This is an optimization exercise on Yosys and OpenROAD, whose aim is small area, a short achievable clock period and few clock cycles per item, not a production implementation.
No functional check of the RTL was part of any run shown here.
No activity file was given, so power comes from the tool's default toggle rates.

==> flow/design.v, too long to show whole: its modules and the start of the top module <==
// module madd_pipeline: 1453 lines
module madd_pipeline #(parameter data_width = 16, parameter n_blocks = 256, parameter full_width = 2 * data_width + 8, parameter n_channels = 16)
	(
		input wire clk,
		input wire reset,
		input wire enable,
		input  wire in_valid,
		output wire in_ready,
		output wire out_valid,
		input  wire out_ready,
		input  wire [$clog2(n_blocks) - 1 : 0] block_in,
		output wire [$clog2(n_blocks) - 1 : 0] block_out,
		input wire [4:0] shift,
		input wire shift_disable,
		input wire signedness,
		input wire saturate_disable,
		input wire signed [data_width - 1 : 0] arg_a_in,
		input wire signed [data_width - 1 : 0] arg_b_in,
		input wire signed [data_width - 1 : 0] arg_c_in,
		output wire signed [full_width - 1 : 0] result_out,
		input  wire [ch_addr_w - 1 : 0] dest_in,
		output wire [ch_addr_w - 1 : 0] dest_out,
		input  wire [4 - 1 : 0] commit_id_in,
		output wire [4 - 1 : 0] commit_id_out,
		input wire commit_flag_in,
		output wire commit_flag_out
	);
  // ...
==> flow/flow/run.sh <==
#!/bin/bash
# Own layout flow: the standard flow (standard.sh) with a few extra ORFS
# make variables, read one per line from flow/extra.mk. By default the port
# buffers that buffer_ports inserts are plain buf_2 cells (buffer_ports
# otherwise picks clkdlybuf4s50_1, a slow 10 um2 delay cell).
# The full output of the flow goes to flow_standard.log in this folder; each
# ORFS step keeps its own log under orfs/logs/.
set -euo pipefail
cd "$(dirname "$0")/.."
EXTRA=()
PORTBUF="BUFFER_PORTS_ARGS=-buffer_cell sky130_fd_sc_hd__buf_2"
if [[ -f flow/extra.mk ]]; then
  while IFS= read -r line; do
    [[ -z "$line" || "$line" == \#* ]] && continue
    if [[ "$line" == BUFFER_PORTS_ARGS=* ]]; then PORTBUF="$line"; continue; fi
    EXTRA+=("$line")
  done < flow/extra.mk
fi
bash standard.sh "$PORTBUF" ${EXTRA[@]+"${EXTRA[@]}"} finish > flow_standard.log 2>&1
==> flow/standard.sh <==
#!/bin/bash
# synth_recipe.tcl (not shown) runs the flow's synth.tcl, then flattens the netlist and writes it again
# the make line also repeats each setting of config.mk as NAME=value (left out here)
make -C /OpenROAD-flow-scripts/flow DESIGN_CONFIG=/design/flow/config.mk WORK_HOME=/design/flow/orfs CLKGATE_MAP_FILE= SYNTH_SCRIPT=/design/flow/synth_recipe.tcl "${@:-finish}"
==> flow/config.mk <==
export PLATFORM = sky130hd
export DESIGN_NAME = madd_pipeline
export DESIGN_NICKNAME = madd_pipeline
export VERILOG_FILES = /design/flow/design.v
export SDC_FILE = /design/flow/constraint.sdc
export NUM_CORES = 4
export LEC_CHECK = 0
export ABC_AREA = 1
export CAP_MARGIN = 20
export CORE_MARGIN = 2
export CORE_UTILIZATION = 40
export SETUP_SLACK_MARGIN = 2.0
export SLEW_MARGIN = 20
==> flow/constraint.sdc <==
create_clock -name core_clock -period 7.5 [get_ports {clk}]
set_input_delay 1.5000 -clock core_clock [delete_from_list [all_inputs] [get_ports {clk}]]
set_output_delay 1.5000 -clock core_clock [all_outputs]
set_load 0.01 [all_outputs]
==> run_results.csv, run 1 <==
group,metric,value,unit
critical_path,worstSetupEndpoint,"h1_q[23]",
outcome,outcome,"no timing/DRC/antenna violations",
place,pre_cts_ws,1.33,ns
clock_network,clk_pin_slew,0.07,ns
finish,multiInputGateArea,0.0112,mm^2
timing,setup_viol,0,
detailed_routing,met1Wirelength,22800,um
timing,timing.final.crit_period,5.37,ns
logic_synthesis,yosysSeqAreaShare,0.194,
global_route,grt_use_met3,0.0245,
finish,fillers,3901,
logic_synthesis,synth_edf_count,100,
finish,multi_input_gates,1582,
detailed_routing,route.detailed.drc,0,
clock_network,post_cts_buffers,7,
detailed_routing,wl_met2,23300,um
detailed_routing,vias,14572,
logic_synthesis,yosysTopAreaCell,"edfxtp_1",
finish,buf_share,0.0588,
clock_network,cts_sinks,101,
logic_synthesis,yosysUniqueCellTypes,51,
logic_synthesis,netlist_top_cells_area,"edfxtp_1, fa_1, nand2_1",
timing,final_max_slew_viol_count,0,
global_route,groute.layer.met2.usage,0.398,
global_route,grt_pass1_vias,13937,
logic_synthesis,synth_seq_cells,101,
timing,finalHoldViolations,0,
clock_network,insertion_delay,0.37,ns
critical_path,critPathTopFamily,"adder cells",
floorplanning,die_h,201,um
==> run 2: changes to the inputs <==
--- a/flow/design.v
+++ b/flow/design.v
@@ -1424,23 +1424,25 @@
 	assign xh[19] = fh_p[19] ^ fh_G87;
 	assign xh[20] = fh_p[20] ^ fh_G86;
 	assign xh[21] = fh_p[21] ^ fh_G85;
 	assign xh[22] = fh_p[22] ^ fh_G84;
 	assign xh[23] = fh_p[23] ^ fh_G83;
 	wire fh_cout = fh_G82;
 	wire [33:0] x = {xh, lo_q[9:0]};
 	wire signed [33:0] y = $signed(x) >>> sh_q;
-	wire [32:0] xd = x[33:1] ^ x[32:0];
-	reg  [32:0] ovf_mask;
+	wire [17:0] xd = x[33:16] ^ x[32:15];
+	reg  [17:0] suf;
 	integer k;
-	always @(*)
-		for (k = 0; k < 33; k = k + 1)
-			ovf_mask[k] = (k >= 15 + sh_q);
-	wire ovf_y = |(xd & ovf_mask);
+	always @(*) begin
+		suf[17] = xd[17];
+		for (k = 16; k >= 0; k = k - 1)
+			suf[k] = suf[k + 1] | xd[k];
+	end
+	wire ovf_y = suf[sh_q];
 	wire [17:0] c18   = {{2{sg_q & c_q[15]}}, c_q};
 	wire [17:0] c18p  = c18 + 18'd1;
 	wire [17:0] r_big = (rb_en_q & y[15]) ? c18p : c18;
 	wire ovf_big = ~r_big[17] & (r_big[16] | r_big[15]);
 	wire        neg = big_q ? r_big[17] : x[33];
 	wire        ovf = big_q ? ovf_big : ovf_y;
 	wire [15:0] lo  = big_q ? r_big[15:0] : y[15:0];
 	wire [23:0] hi  = big_q ? {{22{r_big[17]}}, r_big[17:16]} : {{6{y[33]}}, y[33:16]};
==> run 2 against run 1 <==
Worst hold slack got worse by 0.019 ns. Utilization fell by 0.065 points. Sequential share of layout area rose by 0.35 points. Largest power group unchanged.
==> run_results.csv, run 2 <==
group,metric,value,unit
outcome,outcome,"no timing/DRC/antenna violations",
logic_synthesis,synth_common_cells,"nand2_1, inv_1, o21ai_0",
clock_network,insertion_delay,0.37,ns
clock_network,cts.path.max_buffers,2,
power_and_ir_drop,p_per_area,340,mW/mm^2
logic_synthesis,netlist_top_cells_area,"edfxtp_1, fa_1, nand2_1",
floorplanning,die_w,200,um
clock_network,cts-buffers-inserted,9,
power_and_ir_drop,peakVddDrop,0.176,mV
critical_path,endpoint_kind,"primary output",
critical_path,start_kind,"flip-flop",
finish,reg.largest.list,"h0_q x24, h1_q x24, c_q x16",
global_route,overflow,0,
logic_synthesis,synth-simple-area-share,0.207,
floorplanning,core_area,0.0378,mm^2
timing,worstMarginPinSlew,1.15,ns
timing,timing.final.crit_period,5.32,ns
place,placed_cell_area,0.0163,mm^2
place,hpwl,38100,um
timing,slew_headroom,0.231,
logic_synthesis,ys_async_sr_fraction,0,
logic_synthesis,syn_inst,2094,
place,dpl.cell_count,2647,
global_route,grt_pass1_vias,13404,
logic_synthesis,yosysUniqueCellTypes,48,
finish,fin_area,0.0172,mm^2
logic_synthesis,synth_seq_cells,101,
timing,final_max_slew_viol_count,0,
global_route,grt_pass1_wl,73100,um
detailed_routing,wire_per_inst,17.5,um
logic_synthesis,avgSynthCellArea,7.33,um^2
clock_network,holdBufCountCts,0,
job,drv_cap,0,
clock_network,cts_sinks,101,
place,place.gp.congestion,0.984,
detailed_routing,drt_first_pass_iters,6,
finish,nets,2452,
floorplanning,die_h,200,um
critical_path,cpPeakStageDelay,0.42,ns
timing,finalHoldViolations,0,
timing,setup_tns,0,ns
detailed_routing,antenna_left,0,
logic_synthesis,synth_edf_count,100,
clock_network,htree_levels,3,
critical_path,crit_chain,"inv_2 -> fa_2 -> inv_2 -> fa_2 -> nand3_2 -> nand3_4 -> nand2_2 -> nand2_4 -> nand3_4 -> nand2_2 -> nand2_2 -> nand3_2 -> nand3_4 -> nand3_4 -> nand3_4 -> nand3_4 -> o21ai_4 -> nor2_4 -> a21oi_4 -> clkinv_4 -> nand2_4 -> o21ai_0 -> buf_2",
finish,final_common_cell,"nand2_1",
logic_synthesis,synth_fa_ha_area_frac,0.230,
critical_path,cp.arrival,3.82,ns
timing,max_freq,188,MHz
logic_synthesis,yosys_warnings,1,
logic_synthesis,synth_top_family_by_area,"adder cells",
critical_path,worst_path_most_repeated_cell,"nand3_4",
timing,skew,0.0196,ns
detailed_routing,drt_iter0_markers,1113,
logic_synthesis,synthMuxAreaShare,0.00848,
critical_path,path_class,"flip-flop to primary output",
place,pre_cts_ws,1.39,ns
timing,setup_slack,2.18,ns
hold_path,min_path_type,"flip-flop to flip-flop",
global_route,grt_max_degree,65,
logic_synthesis,synth_xor_area_frac,0.0946,
detailed_routing,vias,14044,
logic_synthesis,syn-cell-area,0.0154,mm^2
clock_network,root_buffer,"clkbuf_16",
floorplanning,io_pins,137,
logic_synthesis,yosysSeqAreaShare,0.197,
global_route,grt_antenna_before_repair,0,
critical_path,cp_max_fo,6,
timing,setup_viol,0,
power_and_ir_drop,p_leak,0.00826,uW
logic_synthesis,yosys.cell_count.top_type,"nand2_1",
global_route,grt_use_total,0.236,
detailed_routing,drt_wl_total,47200,um
finish,fin_cells,2693,
critical_path,cp_slowest_cell,"edfxtp_1",
logic_synthesis,synth_compound_area_frac,0.145,
clock_network,cts_tree,"built",
timing,finalCritPeriodShare,0.709,
clock_network,clk_pin_slew,0.07,ns
timing,grt_setup_unrepaired,"true",
finish,area_growth,12.4,%
logic_synthesis,synth_fp_nets,2369,
detailed_routing,route.detailed.drc,0,
finish,antennaDiodeCount,0,
finish,drive_gt1_frac,0.134,
place,io_buffers,136,
logic_synthesis,synth_flop_cell,"edfxtp_1",
logic_synthesis,yosysTopAreaCell,"edfxtp_1",
floorplanning,rows,71,
finish,layout_common_cells,"nand2_1, inv_1, xor2_1",
critical_path,crit_required,6.00,ns
floorplanning,start_util,0.407,
floorplanning,die_area,0.0400,mm^2
logic_synthesis,synth_top_area_frac,0.196,
detailed_routing,via_per_inst,5.22,
## run 2: stage by stage
stage               power, uW  hold slack [ns]  utilization
finish                   5870            0.472        0.457
CTS                      5640            0.472        0.443
floorplan                4040            0.488            -
global route             6550            0.517        0.457
detailed placement       5120            0.463        0.432
global placement         5040            0.453        0.432
## run 2: worst paths after layout
| path | start | endpoint | slack [ns] | cells past startpoint |
|---|---|---|---|---|
| setup / recovery | lo_q[10] | result_out[28] | 2.18 | 23 |
| hold / removal | v_q | v_q | 0.47 | 2 |
| setup reg to reg | v_q | c_q[12] | 5.42 | 4 |
| hold reg to reg | v_q | v_q | 0.47 | 2 |
## run 2: logic make-up (layout without fill, tap and decap cells)
group / after synthesis / in the layout
DFF: 101 / 101
muxes: 13 / 13
xor gates and xnor gates: 165 / 165
buffers and inverters: 470 / 554
AOI/OAI and AO/OA: 391 / 391
and+or+nand+nor: 757 / 761
adders and majority gates: 197 / 197
## run 2: what timing repair did
item	CTS	global route
setup buffers	4	20
setup endpoints to repair	49	56
cloned	2	4
pin swaps	5	18
gates resized for setup	17	87
endpoints found under the hold margin	0	0
## run 2: layout make-up
class                   instances  area (um^2)
clock buffers                   9          225
clock inverters                 7         56.3
fillers                      3849        20500
inverters                     362         1390
multi-input cells            1527        10900
flip-flops and latches        101         3020
well taps                     511          639
repair buffers                174          973
repair inverters                2         12.5
## run 2: per-layer routing
layer,share of wire,vias up,track usage
li1,-,6924,-
met1,0.45,6598,0.322
met2,0.46,435,0.389
met3,0.054,87,0.0267
met4,0.035,0,0.0842
met5,0,-,0
## run 2: report_power, final
part	total (uW)	internal, uW	switching [uW]
sequential	1000	941	59.4
combinational	4420	1600	2810
clock	450	229	221
## run 2: worst max-delay path: cells and delay by family, from the launching register on
family	cells	cell delay, ns
buf+inv	4	0.49
compound gates	3	0.50
flops	1	0.42
simple gates	14	1.45
fa+ha+maj	2	0.59

separate check: timing with driven ports:
No port has a modelled driver above. Below, the same layouts with a new extraction and two added sets of constraints.
Step 1 assumes that a clkbuf_16 drives the clock port and a buf_2 every other input.
Step 2 also shifts input and output timing later by t, the mid clock arrival at the registers, as if the neighbouring blocks saw the same clock.
a / b / c = no drivers / after step 1 / after step 2; a / b = the first two.
| run | t, ns | setup slack, ns | hold slack, ns | worst setup path after step 2 | latest minus earliest clock arrival (ns) |
|---|---|---|---|---|---|
| run 1 | 0.400 | 2.127 / 2.130 / 1.729 | 0.492 / 0.492 / 0.492 | input to register | 0.017 / 0.017 |
| run 2 | 0.404 | 2.182 / 2.134 / 1.794 | 0.472 / 0.472 / 0.472 | input to register | 0.021 / 0.022 |
After both steps every run listed still meets setup and hold. For run 1, which loses most, drivers alone change the setup slack by +0.003 ns; drivers and shift together by -0.398 ns.
